What follows belongs to an exercise in optimizing a design on an open flow for small area and a short achievable clock period; a production flow would make more cautious choices. At most, simulation tests tie the RTL to the original design; equivalence was not proved.

the previous run:
==> flow/design.v <==
`timescale 1ns / 1ps
module ALU(
    input [15:0] A,
    input [15:0] B,
    input sub,
    output [15:0] sum
    );
    wire [15:0] b = B ^ {16{sub}};
    wire [15:0] p0 = A ^ b;
    wire [15:0] g0 = A & b;
    wire [15:0] g1, p1, g2, p2, g3, p3, g4;
    wire [15:0] gi = {g0[15:1], g0[0] | (p0[0] & sub)};
    genvar i;
    generate
        for (i = 0; i < 16; i = i + 1) begin : ks
            if (i >= 1) begin
                assign g1[i] = gi[i] | (p0[i] & gi[i-1]);
                assign p1[i] = p0[i] & p0[i-1];
            end else begin
                assign g1[i] = gi[i];
                assign p1[i] = p0[i];
            end
            if (i >= 2) begin
                assign g2[i] = g1[i] | (p1[i] & g1[i-2]);
                assign p2[i] = p1[i] & p1[i-2];
            end else begin
                assign g2[i] = g1[i];
                assign p2[i] = p1[i];
            end
            if (i >= 4) begin
                assign g3[i] = g2[i] | (p2[i] & g2[i-4]);
                assign p3[i] = p2[i] & p2[i-4];
            end else begin
                assign g3[i] = g2[i];
                assign p3[i] = p2[i];
            end
            if (i >= 8)
                assign g4[i] = g3[i] | (p3[i] & g3[i-8]);
            else
                assign g4[i] = g3[i];
        end
    endgenerate
    assign sum = p0 ^ {g4[14:0], sub};
endmodule
`timescale 1ns / 1ps
module PC(
    input clk,
    input rst,
    input stop,
    input [15:0] PCin,
    output reg [15:0] PCout
    );
    always @(posedge clk)
        if (rst)
            PCout <= 16'h0000;
        else if (stop)
            PCout <= 16'h0040;
        else
            PCout <= PCin;
endmodule
`timescale 1ns / 1ps
module branchUnit(
    input [3:0] op,
    input [15:0] pc,
    input [15:0] A,
    input [15:0] B,
    output [15:0] npc
    );
    wire taken = (op == 4'hC && A == 16'h0000) |
                 (op == 4'hD && A[15]) |
                 (op == 4'hE && !A[15]);
    assign npc = taken ? B : pc + 16'd1;
endmodule
`timescale 1ns / 1ps
module controlUnit(
    input reset,
    input [3:0] op,
    input [3:0] rd,
    input [3:0] rb,
    output clear,
    output wen,
    output [3:0] waddr,
    output store
    );
    wire is_load = (op == 4'h1);
    wire writes_rd = (op >= 4'h2) && (op <= 4'hB);
    assign waddr = is_load ? rb : rd;
    assign wen   = is_load | writes_rd;
    assign clear = reset | (op == 4'hF);
    assign store = (op == 4'h0);
endmodule
`timescale 1ns / 1ps
module mainSelect(
    input [3:0] op,
    input [7:0] imm,
    input [15:0] A,
    input [15:0] B,
    input [15:0] rdata,
    output reg [15:0] result
    );
    wire [15:0] sum, sh;
    ALU ALU(.A(A), .B(B), .sub(op[0]), .sum(sum));
    shiftUnit shiftUnit(.A(A), .B(B), .left(op == 4'h9), .arith(op == 4'hB), .dataOut(sh));
    always @(*)
        case (op)
            4'h1: result = rdata;
            4'h2: result = {imm, 8'h00};
            4'h3: result = {8'h00, imm};
            4'h4, 4'h5: result = sum;
            4'h6: result = A & B;
            4'h7: result = A | B;
            4'h8: result = A ^ B;
            4'h9, 4'hA, 4'hB: result = sh;
            default: result = sum;
        endcase
endmodule
`timescale 1ns / 1ps
module registerFile(
    input clk,
    input clear,
    input wen,
    input [3:0] waddr,
    input [15:0] wdata,
    input [3:0] ra,
    input [3:0] rb,
    output [15:0] A,
    output [15:0] B
    );
    wire [15:0] d = wdata & {16{~clear}};
    wire [16*16-1:0] flat;
    assign flat[15:0] = 16'h0000;
    genvar g;
    generate
        for (g = 1; g < 16; g = g + 1) begin : r
            reg [15:0] q;
            wire en = clear | (wen && waddr == g);
            always @(posedge clk)
                if (en)
                    q <= d;
            assign flat[16*g +: 16] = q;
        end
    endgenerate
    assign A = flat[16*ra +: 16];
    assign B = flat[16*rb +: 16];
endmodule
module shiftUnit(input [15:0] A, input [15:0] B, input left, input arith, output [15:0] dataOut);
    function [15:0] rev(input [15:0] x);
        integer k;
        for (k = 0; k < 16; k = k + 1) rev[k] = x[15 - k];
    endfunction
    wire fill = arith & A[15];
    wire big = |B[15:4];
    wire [15:0] x0 = left ? rev(A) : A;
    wire [15:0] x1 = B[3] ? {{8{fill}}, x0[15:8]} : x0;
    wire [15:0] x2 = B[2] ? {{4{fill}}, x1[15:4]} : x1;
    wire [15:0] x3 = B[1] ? {{2{fill}}, x2[15:2]} : x2;
    wire [15:0] x4 = B[0] ? {fill, x3[15:1]} : x3;
    wire [15:0] s = big ? {16{fill}} : x4;
    assign dataOut = left ? rev(s) : s;
endmodule
`timescale 1ns / 1ps
module datapathAndControl(
    input reset,
    input clk,
    output [15:0] imem_addr,
    input [15:0] imem_data,
    output [15:0] dmem_addr,
    output [15:0] dmem_wdata,
    output dmem_we,
    input [15:0] dmem_rdata
    );
    wire [3:0] op = imem_data[3:0];
    wire [3:0] rd = imem_data[7:4];
    wire [3:0] ra = imem_data[11:8];
    wire [3:0] rb = imem_data[15:12];
    wire [15:0] A, B, result, pc, npc;
    wire        clear, wen;
    wire [3:0]  waddr;
    controlUnit controlUnit(.reset(reset), .op(op), .rd(rd), .rb(rb),
        .clear(clear), .wen(wen), .waddr(waddr), .store(dmem_we));
    registerFile registerFile(.clk(clk), .clear(clear), .wen(wen), .waddr(waddr),
        .wdata(result), .ra(ra), .rb(rb), .A(A), .B(B));
    mainSelect mainSelect(.op(op), .imm(imem_data[15:8]), .A(A), .B(B),
        .rdata(dmem_rdata), .result(result));
    branchUnit branchUnit(.op(op), .pc(pc), .A(A), .B(B), .npc(npc));
    PC PC(.clk(clk), .rst(reset), .stop(op == 4'hF), .PCin(npc), .PCout(pc));
    assign imem_addr  = pc;
    assign dmem_addr  = B;
    assign dmem_wdata = A;
endmodule
Settings: LEC_CHECK=0, CAP_MARGIN=20, CORE_MARGIN=2, CORE_UTILIZATION=40, SETUP_SLACK_MARGIN=1.5, SLEW_MARGIN=20, TNS_END_PERCENT=100; clock period 6.0 ns.
run.sh (not shown) runs the stock make flow with config.mk's settings and CLKGATE_MAP_FILE= SYNTH_SCRIPT=/design/flow/synth_recipe.tcl, a recipe that flattens the netlist after the stock synthesis.
Modified inputs, the current run compared to the previous run
-- flow/design.v --
<<< the previous run, line 86
    wire writes_rd = (op >= 4'h2) && (op <= 4'hB);
    assign waddr = is_load ? rb : rd;
    assign wen   = is_load | writes_rd;
    assign clear = reset | (op == 4'hF);
    assign store = (op == 4'h0);
>>> the current run, line 86
    wire writes_rd = (op >= 4'h2) && (op <= 4'hB);
    assign waddr = is_load ? rb : rd;
    assign wen   = (is_load | writes_rd) && (waddr != 4'h0);
    assign clear = reset | (op == 4'hF);
    assign store = (op == 4'h0);
<<< the previous run, line 93
module mainSelect(
    input [3:0] op,
    input [7:0] imm,
    input [15:0] A,
    input [15:0] B,
    input [15:0] rdata,
    output reg [15:0] result
    );
>>> the current run, line 93
module mainSelect(
    input [3:0] op,
    input [15:0] A,
    input [15:0] B,
    output reg [15:0] result
    );
<<< the previous run, line 104
    always @(*)
        case (op)
            4'h1: result = rdata;
            4'h2: result = {imm, 8'h00};
            4'h3: result = {8'h00, imm};
            4'h4, 4'h5: result = sum;
            4'h6: result = A & B;
>>> the current run, line 102
    always @(*)
        case (op)
            4'h4, 4'h5: result = sum;
            4'h6: result = A & B;
<<< the previous run, line 112
            4'h8: result = A ^ B;
            4'h9, 4'hA, 4'hB: result = sh;
            default: result = sum;
        endcase
endmodule
>>> the current run, line 107
            4'h8: result = A ^ B;
            4'h9, 4'hA, 4'hB: result = sh;
            default: result = A;       
        endcase
endmodule
<<< the previous run, line 141
        end
    endgenerate
    assign A = flat[16*ra +: 16];
    assign B = flat[16*rb +: 16];
endmodule
module shiftUnit(input [15:0] A, input [15:0] B, input left, input arith, output [15:0] dataOut);
>>> the current run, line 136
        end
    endgenerate
    wire fa = wen && (waddr == ra);
    wire fb = wen && (waddr == rb);
    assign A = fa ? wdata : flat[16*ra +: 16];
    assign B = fb ? wdata : flat[16*rb +: 16];
endmodule
module shiftUnit(input [15:0] A, input [15:0] B, input left, input arith, output [15:0] dataOut);
<<< the previous run, line 174
    wire [3:0] ra = imem_data[11:8];
    wire [3:0] rb = imem_data[15:12];
    wire [15:0] A, B, result, pc, npc;
    wire        clear, wen;
    wire [3:0]  waddr;
    controlUnit controlUnit(.reset(reset), .op(op), .rd(rd), .rb(rb),
        .clear(clear), .wen(wen), .waddr(waddr), .store(dmem_we));
    registerFile registerFile(.clk(clk), .clear(clear), .wen(wen), .waddr(waddr),
        .wdata(result), .ra(ra), .rb(rb), .A(A), .B(B));
    mainSelect mainSelect(.op(op), .imm(imem_data[15:8]), .A(A), .B(B),
        .rdata(dmem_rdata), .result(result));
    branchUnit branchUnit(.op(op), .pc(pc), .A(A), .B(B), .npc(npc));
    PC PC(.clk(clk), .rst(reset), .stop(op == 4'hF), .PCin(npc), .PCout(pc));
    assign imem_addr  = pc;
    assign dmem_addr  = B;
>>> the current run, line 171
    wire [3:0] ra = imem_data[11:8];
    wire [3:0] rb = imem_data[15:12];
    wire [15:0] A, B, res, pc, npc;
    wire        clear, wen;
    wire [3:0]  waddr;
    reg         pv;
    reg  [3:0]  pd;
    reg  [3:0]  pk;
    reg  [15:0] pa, pb;
    controlUnit controlUnit(.reset(reset), .op(op), .rd(rd), .rb(rb),
        .clear(clear), .wen(wen), .waddr(waddr), .store(dmem_we));
    registerFile registerFile(.clk(clk), .clear(clear), .wen(pv), .waddr(pd),
        .wdata(res), .ra(ra), .rb(rb), .A(A), .B(B));
    mainSelect mainSelect(.op(pk), .A(pa), .B(pb), .result(res));
    branchUnit branchUnit(.op(op), .pc(pc), .A(A), .B(B), .npc(npc));
    PC PC(.clk(clk), .rst(reset), .stop(op == 4'hF), .PCin(npc), .PCout(pc));
    always @(posedge clk) begin
        pv <= wen & ~clear;
        pd <= waddr;
        pk <= op;
        pb <= B;
        case (op)
            4'h1:    pa <= dmem_rdata;
            4'h2:    pa <= {imem_data[15:8], 8'h00};
            4'h3:    pa <= {8'h00, imem_data[15:8]};
            default: pa <= A;
        endcase
    end
    assign imem_addr  = pc;
    assign dmem_addr  = B;
==> comparison <==
Measured against the previous run, the area of the multi-input gates of the current run comes out at 1.11 times the reference value.
A launch point of the worst path of imem_data[12] is what the previous run shows, while pk[0] belongs to the current run.
Clock insertion delay at the later pin of the skew report: the current run < the previous run
On number of ordinary and repair buffers in the finished layout, the higher figure sits with the current run, not the previous run.
In the current run, the proportion of cell area spent on the clock network came out 0.44 points above the value in the previous run.
The current run reports a lower setup slack than the previous run does.
For the multi-input combinational area share, the current run came in 0.65 points higher than the previous run did.
Sort the current run and the previous run by register share of the cell area, ascending, and the previous run comes first.
The previous run → the current run: required time reported for the critical path endpoint lost 1.61 ns; first-pass iteration count of the detailed router now smaller; final period demand of the worst path rose 0.42 ns; first-pass GRT wire length saw an increase.
The data arrival at the endpoint of the critical path reported for the current run is smaller than that of the previous run by 1.18 ns.
Function not checked in the current run: the RTL went through the layout flow alone.


// datapathAndControl: RTL as listed in full above, without the edits since
clock: 6.0 ns
lec_check: 0
cap_margin: 20
core_margin: 2
core_utilization: 40
setup_slack_margin: 2.5
slew_margin: 20
tns_end_percent: 100
Then changed:
--- a/flow/design.v
+++ b/flow/design.v
@@ -2,48 +2,13 @@
 module ALU(
     input [15:0] A,
     input [15:0] B,
     input sub,
     output [15:0] sum
     );
-    wire [15:0] b = B ^ {16{sub}};
-    wire [15:0] p0 = A ^ b;
-    wire [15:0] g0 = A & b;
-    wire [15:0] g1, p1, g2, p2, g3, p3, g4;
-    wire [15:0] gi = {g0[15:1], g0[0] | (p0[0] & sub)};
-    genvar i;
-    generate
-        for (i = 0; i < 16; i = i + 1) begin : ks
-            if (i >= 1) begin
-                assign g1[i] = gi[i] | (p0[i] & gi[i-1]);
-                assign p1[i] = p0[i] & p0[i-1];
-            end else begin
-                assign g1[i] = gi[i];
-                assign p1[i] = p0[i];
-            end
-            if (i >= 2) begin
-                assign g2[i] = g1[i] | (p1[i] & g1[i-2]);
-                assign p2[i] = p1[i] & p1[i-2];
-            end else begin
-                assign g2[i] = g1[i];
-                assign p2[i] = p1[i];
-            end
-            if (i >= 4) begin
-                assign g3[i] = g2[i] | (p2[i] & g2[i-4]);
-                assign p3[i] = p2[i] & p2[i-4];
-            end else begin
-                assign g3[i] = g2[i];
-                assign p3[i] = p2[i];
-            end
-            if (i >= 8)
-                assign g4[i] = g3[i] | (p3[i] & g3[i-8]);
-            else
-                assign g4[i] = g3[i];
-        end
-    endgenerate
-    assign sum = p0 ^ {g4[14:0], sub};
+    assign sum = A + (B ^ {16{sub}}) + {15'b0, sub};
 endmodule
 `timescale 1ns / 1ps
 module PC(
     input clk,
     input rst,
     input stop,
@@ -140,25 +105,29 @@
             assign flat[16*g +: 16] = q;
         end
     endgenerate
     assign A = flat[16*ra +: 16];
     assign B = flat[16*rb +: 16];
 endmodule
-module shiftUnit(input [15:0] A, input [15:0] B, input left, input arith, output [15:0] dataOut);
+`timescale 1ns / 1ps
+module shiftUnit(
+    input [15:0] A,
+    input [15:0] B,
+    input left,
+    input arith,
+    output [15:0] dataOut
+    );
     function [15:0] rev(input [15:0] x);
         integer k;
         for (k = 0; k < 16; k = k + 1) rev[k] = x[15 - k];
     endfunction
     wire fill = arith & A[15];
     wire big = |B[15:4];
-    wire [15:0] x0 = left ? rev(A) : A;
-    wire [15:0] x1 = B[3] ? {{8{fill}}, x0[15:8]} : x0;
-    wire [15:0] x2 = B[2] ? {{4{fill}}, x1[15:4]} : x1;
-    wire [15:0] x3 = B[1] ? {{2{fill}}, x2[15:2]} : x2;
-    wire [15:0] x4 = B[0] ? {fill, x3[15:1]} : x3;
-    wire [15:0] s = big ? {16{fill}} : x4;
+    wire [15:0] x = left ? rev(A) : A;
+    wire [31:0] ext = {{16{fill}}, x};
+    wire [15:0] s = big ? {16{fill}} : (ext >> B[3:0]);
     assign dataOut = left ? rev(s) : s;
 endmodule
 `timescale 1ns / 1ps
 module datapathAndControl(
     input reset,
     input clk,
What happened: Final cell count falls by 4.2%. Design area shrinks by 4.0%. Global-route usage shrinks by 0.48 points. Maximum frequency came out higher by 4.3%. Utilization falls by 2.3 points. Non-clock buffer count is lower by 41. Via count came out lower by 5.9%. Synthesized area came out lower by 0.61%. Worst setup slack is better by 0.19 ns.

-- afterwards: timing with drivers on the ports --
No port has a modelled driver above. Below, the same layouts with a new extraction and two added sets of constraints. Step 1 (the two cells are an assumption about what drives the block):
set clk [get_ports {clk}]
set_driving_cell -lib_cell sky130_fd_sc_hd__clkbuf_16 $clk
set_driving_cell -lib_cell sky130_fd_sc_hd__buf_2 [delete_from_list [all_inputs] $clk]
Step 2 times the ports against the registers' clock, not the clock port: input delays grow and output delays shrink by t, the midpoint of the rising clock arrivals with the driver on. a / b / c = ideal / step 1 / step 2; a / b = the first two.
| run | shift t [ns] | setup slack, ns | worst setup path after step 2 |
|---|---|---|---|
| the previous run | 0.620 | 1.409 / 1.241 / 0.621 | input to register |
| the current run | 0.599 | 0.984 / 0.932 / 1.085 | input to register |
| the first run of note 2 | 0.613 | 1.456 / 1.253 / 0.640 | input to register |
| the second run of note 2 | 0.629 | 1.643 / 1.409 / 0.781 | input to register |
After both steps every run listed still meets setup and hold. For the second run of note 2, which loses most, drivers alone change the setup slack by -0.234 ns; drivers and shift together by -0.862 ns.
